Background: an optimization exercise with open tools, aiming at small area, a short achievable clock period and few clock cycles. Do not read the settings as production practice. No activity file was given, so power comes from the tool's default toggle rates.

==> flow/design.v <==
module EC_2(
    input  logic       Enter,
    input  logic       Clk,
    input  logic       Reset,
    input  logic [7:0] Data_input,
    input  logic       Load_en,
    input  logic [4:0] Load_addr,
    input  logic [7:0] Load_data,
    output logic       Halt,
    output logic       In_wait,
    output logic [7:0] Data_output
    );
    localparam logic [2:0] OP_LOAD  = 3'd0;
    localparam logic [2:0] OP_STORE = 3'd1;
    localparam logic [2:0] OP_ADD   = 3'd2;
    localparam logic [2:0] OP_SUB   = 3'd3;
    localparam logic [2:0] OP_IN    = 3'd4;
    localparam logic [2:0] OP_JZ    = 3'd5;
    localparam logic [2:0] OP_JPOS  = 3'd6;
    localparam logic [2:0] OP_HALT  = 3'd7;
    logic [7:0] mem [0:31];
    logic [3:0] pc_lo;
    logic [7:0] pc_hi;
    logic [7:0] ir_d;     
    logic       vd;       
    logic [4:0] ir_e;     
    logic       e_ld, e_st, e_add, e_sub;
    logic [7:0] opnd;     
    logic       tk;       
    logic [7:0] a;
    logic       halt_r;   
    logic       inw;      
    wire stall = halt_r | (inw & ~Enter);
    wire       nx_valid = tk | vd;
    wire [7:0] nx_word  = tk ? opnd : ir_d;
    wire [2:0] nx_op    = nx_word[7:5];
    wire [4:0] ra       = nx_word[4:0];
    wire [7:0] bx    = opnd ^ {8{e_sub}};
    wire [7:0] g0    = a & bx;
    wire [7:0] p0    = a ^ bx;
    wire [7:0] gk = {g0[7:1], g0[0] | (p0[0] & e_sub)};
    wire [7:0] pk = {p0[7:1], 1'b0};
    wire [7:0] g1 = gk | (pk & {gk[6:0], 1'b0});
    wire [7:0] p1 = pk & {pk[6:0], 1'b0};
    wire [7:0] g2 = g1 | (p1 & {g1[5:0], 2'b0});
    wire [7:0] p2 = p1 & {p1[5:0], 2'b0};
    wire [7:0] g3 = g2 | (p2 & {g2[3:0], 4'b0});
    wire [7:0] carry = {g3[6:0], e_sub};
    wire [7:0] sum   = p0 ^ carry;
    wire [7:0] ab_x     = a ^ opnd;
    wire       add_zero = (ab_x == {a[6:0] | opnd[6:0], 1'b0});
    wire       sub_zero = (ab_x == 8'd0);
    wire e_keep = ~(e_ld | e_add | e_sub | inw);
    wire [7:0] a_nx = ({8{e_ld}}          & opnd) |
                      ({8{e_add | e_sub}} & sum) |
                      ({8{inw}}           & Data_input) |
                      ({8{e_keep}}        & a);
    wire z_nx = (e_ld  & (opnd == 8'd0)) |
                (e_add & add_zero) |
                (e_sub & sub_zero) |
                (inw   & (Data_input == 8'd0)) |
                (e_keep & (a == 8'd0));
    logic [7:0] rd_op, rd_f;
    always_comb begin
        rd_op = 8'd0;
        rd_f  = 8'd0;
        for (int i = 0; i < 32; i++) begin
            rd_op = rd_op | (mem[i] & {8{ra == 5'(i)}});
            rd_f  = rd_f  | (mem[i] & {8{pc_lo[i % 4] & pc_hi[i / 4]}});
        end
    end
    wire [7:0] op_nx = (e_st && ir_e == ra) ? a : rd_op;
    wire       nx_store = nx_valid & (nx_op == OP_STORE);
    wire       refetch  = nx_store & pc_lo[ra[1:0]] & pc_hi[ra[4:2]];
    wire [7:0] f_nx = (e_st && pc_lo[ir_e[1:0]] && pc_hi[ir_e[4:2]]) ? a : rd_f;
    wire tk_nx = nx_valid & (((nx_op == OP_JZ) & z_nx) |
                             ((nx_op == OP_JPOS) & ~a_nx[7]));
    function automatic logic [4:0] inc5(input logic [4:0] x);
        inc5 = {x[4] ^ (&x[3:0]), x[3] ^ (&x[2:0]), x[2] ^ (&x[1:0]), x[1] ^ x[0], ~x[0]};
    endfunction
    wire [4:0] ird_p1 = inc5(ir_d[4:0]);
    wire [4:0] opn_p1 = inc5(opnd[4:0]);
    wire [3:0] ra_p1_lo = tk ? 4'(1) << opn_p1[1:0] : 4'(1) << ird_p1[1:0];
    wire [7:0] ra_p1_hi = tk ? 8'(1) << opn_p1[4:2] : 8'(1) << ird_p1[4:2];
    wire [3:0] pc_lo_nx = tk_nx   ? ra_p1_lo :
                          refetch ? pc_lo : {pc_lo[2:0], pc_lo[3]};
    wire [7:0] pc_hi_nx = tk_nx   ? ra_p1_hi :
                          (refetch || !pc_lo[3]) ? pc_hi : {pc_hi[6:0], pc_hi[7]};
    always_ff @(posedge Clk or posedge Reset) begin
        if (Reset) begin
            pc_lo  <= 4'd1;
            pc_hi  <= 8'd1;
            vd     <= 1'b0;
            a      <= 8'd0;
            e_ld   <= 1'b0;
            e_st   <= 1'b0;
            e_add  <= 1'b0;
            e_sub  <= 1'b0;
            tk     <= 1'b0;
            halt_r <= 1'b0;
            inw    <= 1'b0;
        end else if (!stall) begin
            pc_lo  <= pc_lo_nx;
            pc_hi  <= pc_hi_nx;
            vd     <= ~refetch;
            a      <= a_nx;
            e_ld   <= nx_valid & (nx_op == OP_LOAD);
            e_st   <= nx_store;
            e_add  <= nx_valid & (nx_op == OP_ADD);
            e_sub  <= nx_valid & (nx_op == OP_SUB);
            tk     <= tk_nx;
            halt_r <= nx_valid & (nx_op == OP_HALT);
            inw    <= nx_valid & (nx_op == OP_IN);
        end
    end
    always_ff @(posedge Clk) begin
        if (!stall)
            ir_d <= f_nx;
    end
    always_ff @(posedge Clk) begin
        ir_e <= ra;
        opnd <= op_nx;
    end
    logic       ld_en;
    logic [4:0] ld_addr;
    logic [7:0] ld_data;
    always_ff @(posedge Clk) begin
        ld_en   <= Load_en;
        ld_addr <= Load_addr;
        ld_data <= Load_data;
    end
    always_ff @(posedge Clk) begin
        if (ld_en)
            mem[ld_addr] <= ld_data;
        else if (e_st)
            mem[ir_e] <= a;
    end
    assign Halt        = halt_r;
    assign In_wait     = inw;
    assign Data_output = a;
endmodule
==> flow/config.mk <==
export PLATFORM = sky130hd
export DESIGN_NAME = EC_2
export DESIGN_NICKNAME = EC_2
export VERILOG_FILES = /design/flow/design.v
export SDC_FILE = /design/flow/constraint.sdc
export NUM_CORES = 4
export LEC_CHECK = 0
export CAP_MARGIN = 20
export CORE_MARGIN = 2
export CORE_UTILIZATION = 45
export SETUP_SLACK_MARGIN = 5
export SLEW_MARGIN = 20
export TNS_END_PERCENT = 100
==> flow/constraint.sdc <==
create_clock -name core_clock -period 8.0 [get_ports {Clk}]
set_input_delay 1.6000 -clock core_clock [delete_from_list [all_inputs] [get_ports {Clk}]]
set_output_delay 1.6000 -clock core_clock [all_outputs]
set_load 0.01 [all_outputs]
standard.sh (not shown) runs the stock make flow with config.mk's settings and CLKGATE_MAP_FILE= SYNTH_SCRIPT=/design/flow/synth_recipe.tcl, a recipe that flattens the netlist after the stock synthesis.
==> flow/flow/run.sh <==
#!/bin/bash
# Own layout flow: the standard flow (standard.sh) with three changes.
#  - sky130_fd_sc_hd__a222oi_1 is added to the platform's don't-use cells.
#    It has no stronger size, and as the last gate of a memory read it drives
#    a long wire slowly, which the resizer cannot fix.
#  - Ports are buffered with buf_4 rather than the default choice (a slow
#    clkdlybuf4s50_1 on the outputs).
#  - Clock tree synthesis runs with the usual arguments plus
#    -dont_use_dummy_load, so it adds no dummy load cells to the clock tree,
#    and with larger sink clusters (30 sinks, 80 um) on the default buffers.
# Everything else, including the synthesis script, is the standard flow.
# Each ORFS step logs to orfs/logs/...; make's own output goes to
# flow_make.log here.
set -euo pipefail
PLATFORM_DONT_USE="sky130_fd_sc_hd__probe_p_8 sky130_fd_sc_hd__probec_p_8 sky130_fd_sc_hd__lpflow_bleeder_1 sky130_fd_sc_hd__lpflow_clkbufkapwr_1 sky130_fd_sc_hd__lpflow_clkbufkapwr_16 sky130_fd_sc_hd__lpflow_clkbufkapwr_2 sky130_fd_sc_hd__lpflow_clkbufkapwr_4 sky130_fd_sc_hd__lpflow_clkbufkapwr_8 sky130_fd_sc_hd__lpflow_clkinvkapwr_1 sky130_fd_sc_hd__lpflow_clkinvkapwr_16 sky130_fd_sc_hd__lpflow_clkinvkapwr_2 sky130_fd_sc_hd__lpflow_clkinvkapwr_4 sky130_fd_sc_hd__lpflow_clkinvkapwr_8 sky130_fd_sc_hd__lpflow_decapkapwr_12 sky130_fd_sc_hd__lpflow_decapkapwr_3 sky130_fd_sc_hd__lpflow_decapkapwr_4 sky130_fd_sc_hd__lpflow_decapkapwr_6 sky130_fd_sc_hd__lpflow_decapkapwr_8 sky130_fd_sc_hd__lpflow_inputiso0n_1 sky130_fd_sc_hd__lpflow_inputiso0p_1 sky130_fd_sc_hd__lpflow_inputiso1n_1 sky130_fd_sc_hd__lpflow_inputiso1p_1 sky130_fd_sc_hd__lpflow_inputisolatch_1 sky130_fd_sc_hd__lpflow_isobufsrc_1 sky130_fd_sc_hd__lpflow_isobufsrc_16 sky130_fd_sc_hd__lpflow_isobufsrc_2 sky130_fd_sc_hd__lpflow_isobufsrc_4 sky130_fd_sc_hd__lpflow_isobufsrc_8 sky130_fd_sc_hd__lpflow_isobufsrckapwr_16 sky130_fd_sc_hd__lpflow_lsbuf_lh_hl_isowell_tap_1 sky130_fd_sc_hd__lpflow_lsbuf_lh_hl_isowell_tap_2 sky130_fd_sc_hd__lpflow_lsbuf_lh_hl_isowell_tap_4 sky130_fd_sc_hd__lpflow_lsbuf_lh_isowell_4 sky130_fd_sc_hd__lpflow_lsbuf_lh_isowell_tap_1 sky130_fd_sc_hd__lpflow_lsbuf_lh_isowell_tap_2 sky130_fd_sc_hd__lpflow_lsbuf_lh_isowell_tap_4 "
bash standard.sh finish \
  DONT_USE_CELLS="$PLATFORM_DONT_USE sky130_fd_sc_hd__a222oi_1" \
  BUFFER_PORTS_ARGS="-buffer_cell sky130_fd_sc_hd__buf_4" \
  CTS_ARGS="-sink_clustering_enable -repair_clock_nets -dont_use_dummy_load -sink_clustering_size 30 -sink_clustering_max_diameter 80" \
  > flow_make.log 2>&1
Change:
--- a/flow/design.v
+++ b/flow/design.v
@@ -17,12 +17,13 @@
     localparam logic [2:0] OP_IN    = 3'd4;
     localparam logic [2:0] OP_JZ    = 3'd5;
     localparam logic [2:0] OP_JPOS  = 3'd6;
     localparam logic [2:0] OP_HALT  = 3'd7;
     logic [7:0] mem [0:31];
-    logic [3:0] pc_lo;
-    logic [7:0] pc_hi;
+    logic [4:0] pc;       
+    logic [3:0] pc_lo;    
+    logic [7:0] pc_hi;    
     logic [7:0] ir_d;     
     logic       vd;       
     logic [4:0] ir_e;     
     logic       e_ld, e_st, e_add, e_sub;
     logic [7:0] opnd;     
@@ -69,27 +70,31 @@
             rd_f  = rd_f  | (mem[i] & {8{pc_lo[i % 4] & pc_hi[i / 4]}});
         end
     end
     wire [7:0] op_nx = (e_st && ir_e == ra) ? a : rd_op;
     wire       nx_store = nx_valid & (nx_op == OP_STORE);
-    wire       refetch  = nx_store & pc_lo[ra[1:0]] & pc_hi[ra[4:2]];
-    wire [7:0] f_nx = (e_st && pc_lo[ir_e[1:0]] && pc_hi[ir_e[4:2]]) ? a : rd_f;
+    wire       refetch  = nx_store & (ra == pc);
+    wire [7:0] f_nx = (e_st && ir_e == pc) ? a : rd_f;
     wire tk_nx = nx_valid & (((nx_op == OP_JZ) & z_nx) |
                              ((nx_op == OP_JPOS) & ~a_nx[7]));
     function automatic logic [4:0] inc5(input logic [4:0] x);
         inc5 = {x[4] ^ (&x[3:0]), x[3] ^ (&x[2:0]), x[2] ^ (&x[1:0]), x[1] ^ x[0], ~x[0]};
     endfunction
     wire [4:0] ird_p1 = inc5(ir_d[4:0]);
     wire [4:0] opn_p1 = inc5(opnd[4:0]);
+    wire [4:0] ra_p1  = tk ? opn_p1 : ird_p1;
     wire [3:0] ra_p1_lo = tk ? 4'(1) << opn_p1[1:0] : 4'(1) << ird_p1[1:0];
     wire [7:0] ra_p1_hi = tk ? 8'(1) << opn_p1[4:2] : 8'(1) << ird_p1[4:2];
+    wire [4:0] pc_p1 = {pc[4] ^ (&pc[3:0]), pc[3] ^ (&pc[2:0]), pc[2] ^ (&pc[1:0]), pc[1] ^ pc[0], ~pc[0]};
+    wire [4:0] pc_nx = tk_nx ? ra_p1 : refetch ? pc : pc_p1;
     wire [3:0] pc_lo_nx = tk_nx   ? ra_p1_lo :
                           refetch ? pc_lo : {pc_lo[2:0], pc_lo[3]};
     wire [7:0] pc_hi_nx = tk_nx   ? ra_p1_hi :
                           (refetch || !pc_lo[3]) ? pc_hi : {pc_hi[6:0], pc_hi[7]};
     always_ff @(posedge Clk or posedge Reset) begin
         if (Reset) begin
+            pc     <= 5'd0;
             pc_lo  <= 4'd1;
             pc_hi  <= 8'd1;
             vd     <= 1'b0;
             a      <= 8'd0;
             e_ld   <= 1'b0;
@@ -98,10 +103,11 @@
             e_sub  <= 1'b0;
             tk     <= 1'b0;
             halt_r <= 1'b0;
             inw    <= 1'b0;
         end else if (!stall) begin
+            pc     <= pc_nx;
             pc_lo  <= pc_lo_nx;
             pc_hi  <= pc_hi_nx;
             vd     <= ~refetch;
             a      <= a_nx;
             e_ld   <= nx_valid & (nx_op == OP_LOAD);
Maximum frequency rose slightly.
Area after synthesis hardly moves.
Sequential share of layout area goes up by 0.18 points.
Clock-buffer cell count stays the same.
Die area stays flat.
Total power increases slightly.
No run of this note included a check of the RTL's function; only the layout flow was run.

what the ideal ports hide:
The results above use ideal ports. As a check the final layouts listed here were re-extracted and re-timed, cells and wires unchanged. Step 1: set_driving_cell puts a clkbuf_16 on Clk and a buf_2 on each other input, an assumption about the parent block. Step 2, shift: input delay + t, output delay - t, t = (earliest + latest rising clock arrival at the registers) / 2. This alone moves slack from input paths to output paths. Slacks: no drivers / after step 1 / after step 2; pairs: no drivers / after step 1.
run | shift t [ns] | setup WS [ns] | worst setup path at the end | slew at the worst register clock pin (ns)
the first run | 0.563 | 4.926 / 4.926 / 4.513 | input to register | 0.12 / 0.12
the second run | 0.579 | 4.979 / 4.979 / 4.450 | input to register | 0.12 / 0.12
After both steps setup and hold are still met in every run listed. The setup slack of the second run, which loses most, moves by 0.000 ns with the drivers and by -0.529 ns with both steps.
